What follows belongs to an exercise in optimizing a design on an open flow for small area and a short achievable clock period; a production flow would make more cautious choices.
Function was checked by simulation only, so behaviour that the tests miss may differ from the original.

==> trial 81 <==
Design RISC_V, start of the top module:
module RISC_V #(parameter LENGTH = 32)(
    input clock,reset,
    input [LENGTH-1:0] HRDATA_Instr, HRDATA_Data,
    output MemWrite,
    output [LENGTH-1:0] RegisterFile_RD2_w, HADDR,
    output [LENGTH-1:0] programCounter_Output
    );
Settings: LEC_CHECK=0, CAP_MARGIN=20, CORE_MARGIN=2, CORE_UTILIZATION=40, CTS_BUF_LIST=sky130_fd_sc_hd__clkbuf_8, SETUP_SLACK_MARGIN=5, SLEW_MARGIN=20, SYNTH_HIERARCHICAL=1; clock period 18.0 ns.
standard.sh (not shown) runs the stock make flow with config.mk's settings and CLKGATE_MAP_FILE= SYNTH_SCRIPT=/design/flow/synth_recipe.tcl, a recipe that flattens the netlist after the stock synthesis.
==> flow/flow/run.sh <==
#!/bin/bash
# Own layout flow: the standard synthesis and layout steps, with the port
# buffers that placement inserts made plain buffers (buf_2) instead of the
# delay cells buffer_ports picks by default. Each step's log is under
# orfs/logs; the two make runs log to synth.log and layout.log here.
set -euo pipefail
bash standard.sh synth > synth.log 2>&1
bash standard.sh "BUFFER_PORTS_ARGS=-buffer_cell sky130_fd_sc_hd__buf_2" finish > layout.log 2>&1
==> inputs of build 84, as changes to trial 81 <==
--- a/flow/design.v
+++ b/flow/design.v
@@ -192,16 +192,217 @@
 assign s[25] = p[25] ^ G73;
 assign s[26] = p[26] ^ G74;
 assign s[27] = p[27] ^ G75;
 assign s[28] = p[28] ^ G76;
 assign s[29] = p[29] ^ G77;
 assign s[30] = p[30] ^ G78;
 assign s[31] = p[31] ^ G79;
 endmodule
+module add32skc (input [31:0] a, input [31:0] b, input ci, output [31:0] s);
+wire [31:0] p, g;
+genvar i;
+generate for (i = 0; i < 32; i = i + 1) begin : g_pg
+    pg_ha u (.a(a[i]), .b(b[i]), .p(p[i]), .g(g[i]));
+end endgenerate
+wire gc0;
+pg_g u0 (.g1(g[0]), .p1(p[0]), .g0(ci), .g(gc0));
+wire G1;
+pg_g u1 (.g1(g[1]), .p1(p[1]), .g0(gc0), .g(G1));
+wire G2, P2;
+pg_gp u2 (.g1(g[3]), .p1(p[3]), .g0(g[2]), .p0(p[2]), .g(G2), .p(P2));
+wire G3, P3;
+pg_gp u3 (.g1(g[5]), .p1(p[5]), .g0(g[4]), .p0(p[4]), .g(G3), .p(P3));
+wire G4, P4;
+pg_gp u4 (.g1(g[7]), .p1(p[7]), .g0(g[6]), .p0(p[6]), .g(G4), .p(P4));
+wire G5, P5;
+pg_gp u5 (.g1(g[9]), .p1(p[9]), .g0(g[8]), .p0(p[8]), .g(G5), .p(P5));
+wire G6, P6;
+pg_gp u6 (.g1(g[11]), .p1(p[11]), .g0(g[10]), .p0(p[10]), .g(G6), .p(P6));
+wire G7, P7;
+pg_gp u7 (.g1(g[13]), .p1(p[13]), .g0(g[12]), .p0(p[12]), .g(G7), .p(P7));
+wire G8, P8;
+pg_gp u8 (.g1(g[15]), .p1(p[15]), .g0(g[14]), .p0(p[14]), .g(G8), .p(P8));
+wire G9, P9;
+pg_gp u9 (.g1(g[17]), .p1(p[17]), .g0(g[16]), .p0(p[16]), .g(G9), .p(P9));
+wire G10, P10;
+pg_gp u10 (.g1(g[19]), .p1(p[19]), .g0(g[18]), .p0(p[18]), .g(G10), .p(P10));
+wire G11, P11;
+pg_gp u11 (.g1(g[21]), .p1(p[21]), .g0(g[20]), .p0(p[20]), .g(G11), .p(P11));
+wire G12, P12;
+pg_gp u12 (.g1(g[23]), .p1(p[23]), .g0(g[22]), .p0(p[22]), .g(G12), .p(P12));
+wire G13, P13;
+pg_gp u13 (.g1(g[25]), .p1(p[25]), .g0(g[24]), .p0(p[24]), .g(G13), .p(P13));
+wire G14, P14;
+pg_gp u14 (.g1(g[27]), .p1(p[27]), .g0(g[26]), .p0(p[26]), .g(G14), .p(P14));
+wire G15, P15;
+pg_gp u15 (.g1(g[29]), .p1(p[29]), .g0(g[28]), .p0(p[28]), .g(G15), .p(P15));
+wire G16, P16;
+pg_gp u16 (.g1(g[31]), .p1(p[31]), .g0(g[30]), .p0(p[30]), .g(G16), .p(P16));
+wire G17;
+pg_g u17 (.g1(g[2]), .p1(p[2]), .g0(G1), .g(G17));
+wire G18;
+pg_g u18 (.g1(G2), .p1(P2), .g0(G1), .g(G18));
+wire G19, P19;
+pg_gp u19 (.g1(g[6]), .p1(p[6]), .g0(G3), .p0(P3), .g(G19), .p(P19));
+wire G20, P20;
+pg_gp u20 (.g1(G4), .p1(P4), .g0(G3), .p0(P3), .g(G20), .p(P20));
+wire G21, P21;
+pg_gp u21 (.g1(g[10]), .p1(p[10]), .g0(G5), .p0(P5), .g(G21), .p(P21));
+wire G22, P22;
+pg_gp u22 (.g1(G6), .p1(P6), .g0(G5), .p0(P5), .g(G22), .p(P22));
+wire G23, P23;
+pg_gp u23 (.g1(g[14]), .p1(p[14]), .g0(G7), .p0(P7), .g(G23), .p(P23));
+wire G24, P24;
+pg_gp u24 (.g1(G8), .p1(P8), .g0(G7), .p0(P7), .g(G24), .p(P24));
+wire G25, P25;
+pg_gp u25 (.g1(g[18]), .p1(p[18]), .g0(G9), .p0(P9), .g(G25), .p(P25));
+wire G26, P26;
+pg_gp u26 (.g1(G10), .p1(P10), .g0(G9), .p0(P9), .g(G26), .p(P26));
+wire G27, P27;
+pg_gp u27 (.g1(g[22]), .p1(p[22]), .g0(G11), .p0(P11), .g(G27), .p(P27));
+wire G28, P28;
+pg_gp u28 (.g1(G12), .p1(P12), .g0(G11), .p0(P11), .g(G28), .p(P28));
+wire G29, P29;
+pg_gp u29 (.g1(g[26]), .p1(p[26]), .g0(G13), .p0(P13), .g(G29), .p(P29));
+wire G30, P30;
+pg_gp u30 (.g1(G14), .p1(P14), .g0(G13), .p0(P13), .g(G30), .p(P30));
+wire G31, P31;
+pg_gp u31 (.g1(g[30]), .p1(p[30]), .g0(G15), .p0(P15), .g(G31), .p(P31));
+wire G32, P32;
+pg_gp u32 (.g1(G16), .p1(P16), .g0(G15), .p0(P15), .g(G32), .p(P32));
+wire G33;
+pg_g u33 (.g1(g[4]), .p1(p[4]), .g0(G18), .g(G33));
+wire G34;
+pg_g u34 (.g1(G3), .p1(P3), .g0(G18), .g(G34));
+wire G35;
+pg_g u35 (.g1(G19), .p1(P19), .g0(G18), .g(G35));
+wire G36;
+pg_g u36 (.g1(G20), .p1(P20), .g0(G18), .g(G36));
+wire G37, P37;
+pg_gp u37 (.g1(g[12]), .p1(p[12]), .g0(G22), .p0(P22), .g(G37), .p(P37));
+wire G38, P38;
+pg_gp u38 (.g1(G7), .p1(P7), .g0(G22), .p0(P22), .g(G38), .p(P38));
+wire G39, P39;
+pg_gp u39 (.g1(G23), .p1(P23), .g0(G22), .p0(P22), .g(G39), .p(P39));
+wire G40, P40;
+pg_gp u40 (.g1(G24), .p1(P24), .g0(G22), .p0(P22), .g(G40), .p(P40));
+wire G41, P41;
+pg_gp u41 (.g1(g[20]), .p1(p[20]), .g0(G26), .p0(P26), .g(G41), .p(P41));
+wire G42, P42;
+pg_gp u42 (.g1(G11), .p1(P11), .g0(G26), .p0(P26), .g(G42), .p(P42));
+wire G43, P43;
+pg_gp u43 (.g1(G27), .p1(P27), .g0(G26), .p0(P26), .g(G43), .p(P43));
+wire G44, P44;
+pg_gp u44 (.g1(G28), .p1(P28), .g0(G26), .p0(P26), .g(G44), .p(P44));
+wire G45, P45;
+pg_gp u45 (.g1(g[28]), .p1(p[28]), .g0(G30), .p0(P30), .g(G45), .p(P45));
+wire G46, P46;
+pg_gp u46 (.g1(G15), .p1(P15), .g0(G30), .p0(P30), .g(G46), .p(P46));
+wire G47, P47;
+pg_gp u47 (.g1(G31), .p1(P31), .g0(G30), .p0(P30), .g(G47), .p(P47));
+wire G48, P48;
+pg_gp u48 (.g1(G32), .p1(P32), .g0(G30), .p0(P30), .g(G48), .p(P48));
+wire G49;
+pg_g u49 (.g1(g[8]), .p1(p[8]), .g0(G36), .g(G49));
+wire G50;
+pg_g u50 (.g1(G5), .p1(P5), .g0(G36), .g(G50));
+wire G51;
+pg_g u51 (.g1(G21), .p1(P21), .g0(G36), .g(G51));
+wire G52;
+pg_g u52 (.g1(G22), .p1(P22), .g0(G36), .g(G52));
+wire G53;
+pg_g u53 (.g1(G37), .p1(P37), .g0(G36), .g(G53));
+wire G54;
+pg_g u54 (.g1(G38), .p1(P38), .g0(G36), .g(G54));
+wire G55;
+pg_g u55 (.g1(G39), .p1(P39), .g0(G36), .g(G55));
+wire G56;
+pg_g u56 (.g1(G40), .p1(P40), .g0(G36), .g(G56));
+wire G57, P57;
+pg_gp u57 (.g1(g[24]), .p1(p[24]), .g0(G44), .p0(P44), .g(G57), .p(P57));
+wire G58, P58;
+pg_gp u58 (.g1(G13), .p1(P13), .g0(G44), .p0(P44), .g(G58), .p(P58));
+wire G59, P59;
+pg_gp u59 (.g1(G29), .p1(P29), .g0(G44), .p0(P44), .g(G59), .p(P59));
+wire G60, P60;
+pg_gp u60 (.g1(G30), .p1(P30), .g0(G44), .p0(P44), .g(G60), .p(P60));
+wire G61, P61;
+pg_gp u61 (.g1(G45), .p1(P45), .g0(G44), .p0(P44), .g(G61), .p(P61));
+wire G62, P62;
+pg_gp u62 (.g1(G46), .p1(P46), .g0(G44), .p0(P44), .g(G62), .p(P62));
+wire G63, P63;
+pg_gp u63 (.g1(G47), .p1(P47), .g0(G44), .p0(P44), .g(G63), .p(P63));
+wire G64, P64;
+pg_gp u64 (.g1(G48), .p1(P48), .g0(G44), .p0(P44), .g(G64), .p(P64));
+wire G65;
+pg_g u65 (.g1(g[16]), .p1(p[16]), .g0(G56), .g(G65));
+wire G66;
+pg_g u66 (.g1(G9), .p1(P9), .g0(G56), .g(G66));
+wire G67;
+pg_g u67 (.g1(G25), .p1(P25), .g0(G56), .g(G67));
+wire G68;
+pg_g u68 (.g1(G26), .p1(P26), .g0(G56), .g(G68));
+wire G69;
+pg_g u69 (.g1(G41), .p1(P41), .g0(G56), .g(G69));
+wire G70;
+pg_g u70 (.g1(G42), .p1(P42), .g0(G56), .g(G70));
+wire G71;
+pg_g u71 (.g1(G43), .p1(P43), .g0(G56), .g(G71));
+wire G72;
+pg_g u72 (.g1(G44), .p1(P44), .g0(G56), .g(G72));
+wire G73;
+pg_g u73 (.g1(G57), .p1(P57), .g0(G56), .g(G73));
+wire G74;
+pg_g u74 (.g1(G58), .p1(P58), .g0(G56), .g(G74));
+wire G75;
+pg_g u75 (.g1(G59), .p1(P59), .g0(G56), .g(G75));
+wire G76;
+pg_g u76 (.g1(G60), .p1(P60), .g0(G56), .g(G76));
+wire G77;
+pg_g u77 (.g1(G61), .p1(P61), .g0(G56), .g(G77));
+wire G78;
+pg_g u78 (.g1(G62), .p1(P62), .g0(G56), .g(G78));
+wire G79;
+pg_g u79 (.g1(G63), .p1(P63), .g0(G56), .g(G79));
+wire G80;
+pg_g u80 (.g1(G64), .p1(P64), .g0(G56), .g(G80));
+assign s[0] = p[0] ^ ci;
+assign s[1] = p[1] ^ gc0;
+assign s[2] = p[2] ^ G1;
+assign s[3] = p[3] ^ G17;
+assign s[4] = p[4] ^ G18;
+assign s[5] = p[5] ^ G33;
+assign s[6] = p[6] ^ G34;
+assign s[7] = p[7] ^ G35;
+assign s[8] = p[8] ^ G36;
+assign s[9] = p[9] ^ G49;
+assign s[10] = p[10] ^ G50;
+assign s[11] = p[11] ^ G51;
+assign s[12] = p[12] ^ G52;
+assign s[13] = p[13] ^ G53;
+assign s[14] = p[14] ^ G54;
+assign s[15] = p[15] ^ G55;
+assign s[16] = p[16] ^ G56;
+assign s[17] = p[17] ^ G65;
+assign s[18] = p[18] ^ G66;
+assign s[19] = p[19] ^ G67;
+assign s[20] = p[20] ^ G68;
+assign s[21] = p[21] ^ G69;
+assign s[22] = p[22] ^ G70;
+assign s[23] = p[23] ^ G71;
+assign s[24] = p[24] ^ G72;
+assign s[25] = p[25] ^ G73;
+assign s[26] = p[26] ^ G74;
+assign s[27] = p[27] ^ G75;
+assign s[28] = p[28] ^ G76;
+assign s[29] = p[29] ^ G77;
+assign s[30] = p[30] ^ G78;
+assign s[31] = p[31] ^ G79;
+endmodule
 module pg_ha (input a, input b, output p, output g);
 assign p = a ^ b;
 assign g = a & b;
 endmodule
 module pg_gp (input g1, input p1, input g0, input p0, output g, output p);
 assign g = g1 | (p1 & g0);
 assign p = p1 & p0;
 endmodule
@@ -338,22 +539,39 @@
                      q[j+768], q[j+736], q[j+704], q[j+672], q[j+640], q[j+608], q[j+576], q[j+544],
                      q[j+512], q[j+480], q[j+448], q[j+416], q[j+384], q[j+352], q[j+320], q[j+288],
                      q[j+256], q[j+224], q[j+192], q[j+160], q[j+128], q[j+96], q[j+64], q[j+32], q[j]};
     wire [10:0] n;
     for (g = 0; g < 11; g = g + 1) begin : g_grp
         aoi222 u (.a1(v[3*g]), .b1(sel[3*g]), .a2(v[3*g+1]), .b2(sel[3*g+1]),
                   .a3(v[3*g+2]), .b3(sel[3*g+2]), .y(n[g]));
     end
-    assign d[j] = ~&n;
+    wire [5:0] t;
+    for (g = 0; g < 5; g = g + 1) begin : g_t
+        nand2m u (.a(n[2*g]), .b(n[2*g+1]), .y(t[g]));
+    end
+    invm u_t5 (.a(n[10]), .y(t[5]));
+    wire u0, u1;
+    nor3m u_u0 (.a(t[0]), .b(t[1]), .c(t[2]), .y(u0));
+    nor3m u_u1 (.a(t[3]), .b(t[4]), .c(t[5]), .y(u1));
+    nand2m u_d (.a(u0), .b(u1), .y(d[j]));
 end endgenerate
 endmodule
 module aoi222 (input a1, input b1, input a2, input b2, input a3, input b3, output y);
 assign y = ~((a1 & b1) | (a2 & b2) | (a3 & b3));
 endmodule
+module nand2m (input a, input b, output y);
+assign y = ~(a & b);
+endmodule
+module nor3m (input a, input b, input c, output y);
+assign y = ~(a | b | c);
+endmodule
+module invm (input a, output y);
+assign y = ~a;
+endmodule
 module mul_tree (input [31:0] a, input [31:0] b, input sh, input [4:0] n, output [31:0] s, output [31:0] c);
 wire pp0_0;
 wire pp0_1;
 wire pp0_2;
 wire pp0_3;
 wire pp0_4;
 wire pp0_5;
 wire pp0_6;
@@ -1767,25 +1985,18 @@
 assign programCounter_Output = pc;
 reg [31:0] p_s, p_c;      
 reg        p_cin;
 reg        p_slt;         
 reg        p_zero;        
 reg        p_rev;         
 reg        p_we;
 reg [4:0]  p_rd;
-wire [31:0] p_sum;
-add32bk u_fin (.a(p_s), .b(p_c), .ci(p_cin), .s(p_sum));
-wire p_lt = (p_s[31] == p_c[31]) ? p_s[31] : p_sum[31];
-wire [31:0] p_sum_r;
-genvar gr;
-generate for (gr = 0; gr < 32; gr = gr + 1) begin : g_rev
-    assign p_sum_r[gr] = p_sum[31-gr];
-end endgenerate
-wire [31:0] w = p_zero ? 32'b0 : p_slt ? {31'b0, p_lt} : p_rev ? p_sum_r : p_sum;
+wire [31:0] w;
+fin32 u_fin (.s(p_s), .c(p_c), .cin(p_cin), .slt(p_slt), .rev(p_rev), .zero(p_zero), .w(w));
 reg [31:0] rf [0:31];
 wire [1023:0] rfq;
 genvar gq;
 generate for (gq = 0; gq < 32; gq = gq + 1) begin : g_q
     assign rfq[32*gq +: 32] = rf[gq];
 end endgenerate
 wire hit1 = p_we & (p_rd == rs1);
 wire hit2 = p_we & (p_rd == rs2);
@@ -1803,16 +2014,17 @@
             rf[gi] <= (gi == 2) ? w2 : w0;
 end endgenerate
 wire [31:0] A = rs1v;
 wire [31:0] B = is_r ? rs2v : immI;
 wire is_mul = is_r & (f7 == 7'b0000001) & (f3 == 3'b000);
 wire is_alu = is_r | is_i;
 wire is_sll = (f3 == 3'b001);
 wire is_srl = (f3 == 3'b101);
+genvar gr;
 wire [31:0] rs1r;
 generate for (gr = 0; gr < 32; gr = gr + 1) begin : g_rev1
     assign rs1r[gr] = rs1v[31-gr];
 end endgenerate
 wire big = is_alu & is_srl & (|B[31:5]);
 wire [31:0] ma = is_srl ? rs1r : rs1v;
 wire [31:0] mul_s, mul_c;
 mul_tree u_mul (.a(ma), .b(rs2v), .sh(is_sll | is_srl), .n(B[4:0]), .s(mul_s), .c(mul_c));
@@ -1858,8 +2070,20 @@
 add32bk u_pcim (.a(pc), .b(is_jal ? immJ : take ? immB : 32'd4), .ci(1'b0), .s(pcim));
 wire [31:0] npc = is_jalr ? agu : pcim;
 always @(posedge clock, posedge reset)
     if (reset) pc <= 32'h00400000;
     else       pc <= npc;
 assign HADDR = (is_ld | is_st) ? agu : pc;
 assign MemWrite = is_st & ~reset;
 endmodule
+module fin32 (input [31:0] s, input [31:0] c, input cin, input slt, input rev, input zero,
+              output [31:0] w);
+wire [31:0] sum;
+add32skc u_add (.a(s), .b(c), .ci(cin), .s(sum));
+wire lt = (s[31] == c[31]) ? s[31] : sum[31];
+wire [31:0] sum_r;
+genvar i;
+generate for (i = 0; i < 32; i = i + 1) begin : g_rev
+    assign sum_r[i] = sum[31-i];
+end endgenerate
+assign w = zero ? 32'b0 : slt ? {31'b0, lt} : rev ? sum_r : sum;
+endmodule
==> flow/flow/run.sh (replaced) <==
#!/bin/bash
# Own layout flow: the standard synthesis and layout steps, with the port
# buffers that placement inserts made plain buffers (buf_2) instead of the
# delay cells buffer_ports picks by default, and timing repair aimed at the
# setup margin in flow/margin.txt (the SDC and clock period are unchanged).
# Each step's log is under orfs/logs; the two make runs log to synth.log and
# layout.log here.
set -euo pipefail
MARGIN=$(cat flow/margin.txt)
bash standard.sh synth > synth.log 2>&1
bash standard.sh "BUFFER_PORTS_ARGS=-buffer_cell sky130_fd_sc_hd__buf_2" SETUP_SLACK_MARGIN="$MARGIN" finish > layout.log 2>&1
==> flow/flow/margin.txt (new file) <==
6.5
Settings changed: CTS_CLUSTER_DIAMETER from default to 80, CTS_CLUSTER_SIZE from default to 12, TNS_END_PERCENT from default to 5.
==> comparison table <==
quantity	trial 81	build 84
Worst hold start	pc[21]$_DFF_PP0_	pc[22]$_DFF_PP1_
Met1 routing resource usage after global routing	0.417	0.418
Wire length of the first global-routing pass	389000 µm	385000 µm
Number of multi-input combinational cells in the layout	3276	3594
Initial antenna violation count	33	10
Rel. slew slack	0.173	0.190
Result of the run	complete, no violations	complete, no violations
Post-route minimum period	12.84 ns	11.64 ns
Data arrival time of the critical path	9.24 ns	12.43 ns
FF-to-FF setup slack	6.33 ns	7.65 ns
CTS Buf Count	182	106
Proportion of cell area occupied by registers	0.468	0.460
CP startpoint kind	flip-flop	input port
Number of filler instances in the final layout	14500	14800
Final core utilization	0.447	0.441
Post-synthesis sequential area ratio	0.519	0.505
Final period utilization	0.713	0.647
Reg clk slew, reported paths	0.07 ns	0.10 ns
Final weighted congestion of routability-driven global placement	1.01	0.957
Worst slack at placement	5.41 ns	5.27 ns
Xor-xnor portion of the synthesized cell area	0.0543	0.0550

-- afterwards: timing with drivers on the ports --
No port has a modelled driver above. Below, the same layouts with a new extraction and two added sets of constraints.
Step 1: set_driving_cell puts a clkbuf_16 on clock and a buf_2 on each other input, an assumption about the parent block.
Step 2, shift: input delay + t, output delay - t, t = (earliest + latest rising clock arrival at the registers) / 2. This alone moves slack from input paths to output paths.
a / b / c = ideal ports / drivers / drivers and shift; a / b = the first two.
run	t (ns)	setup slack, ns	hold slack, ns	worst setup path at the end	latest minus earliest clock arrival (ns)
trial 81	0.968	5.158 / 5.080 / 5.206	0.659 / 0.659 / 0.659	input to output	0.099 / 0.098
build 84	0.957	6.360 / 6.371 / 5.451	0.672 / 0.672 / 0.672	input to register	0.090 / 0.090
After both steps setup and hold are still met in every run listed. For build 84, which loses most, drivers alone change the setup slack by +0.011 ns; drivers and shift together by -0.909 ns.
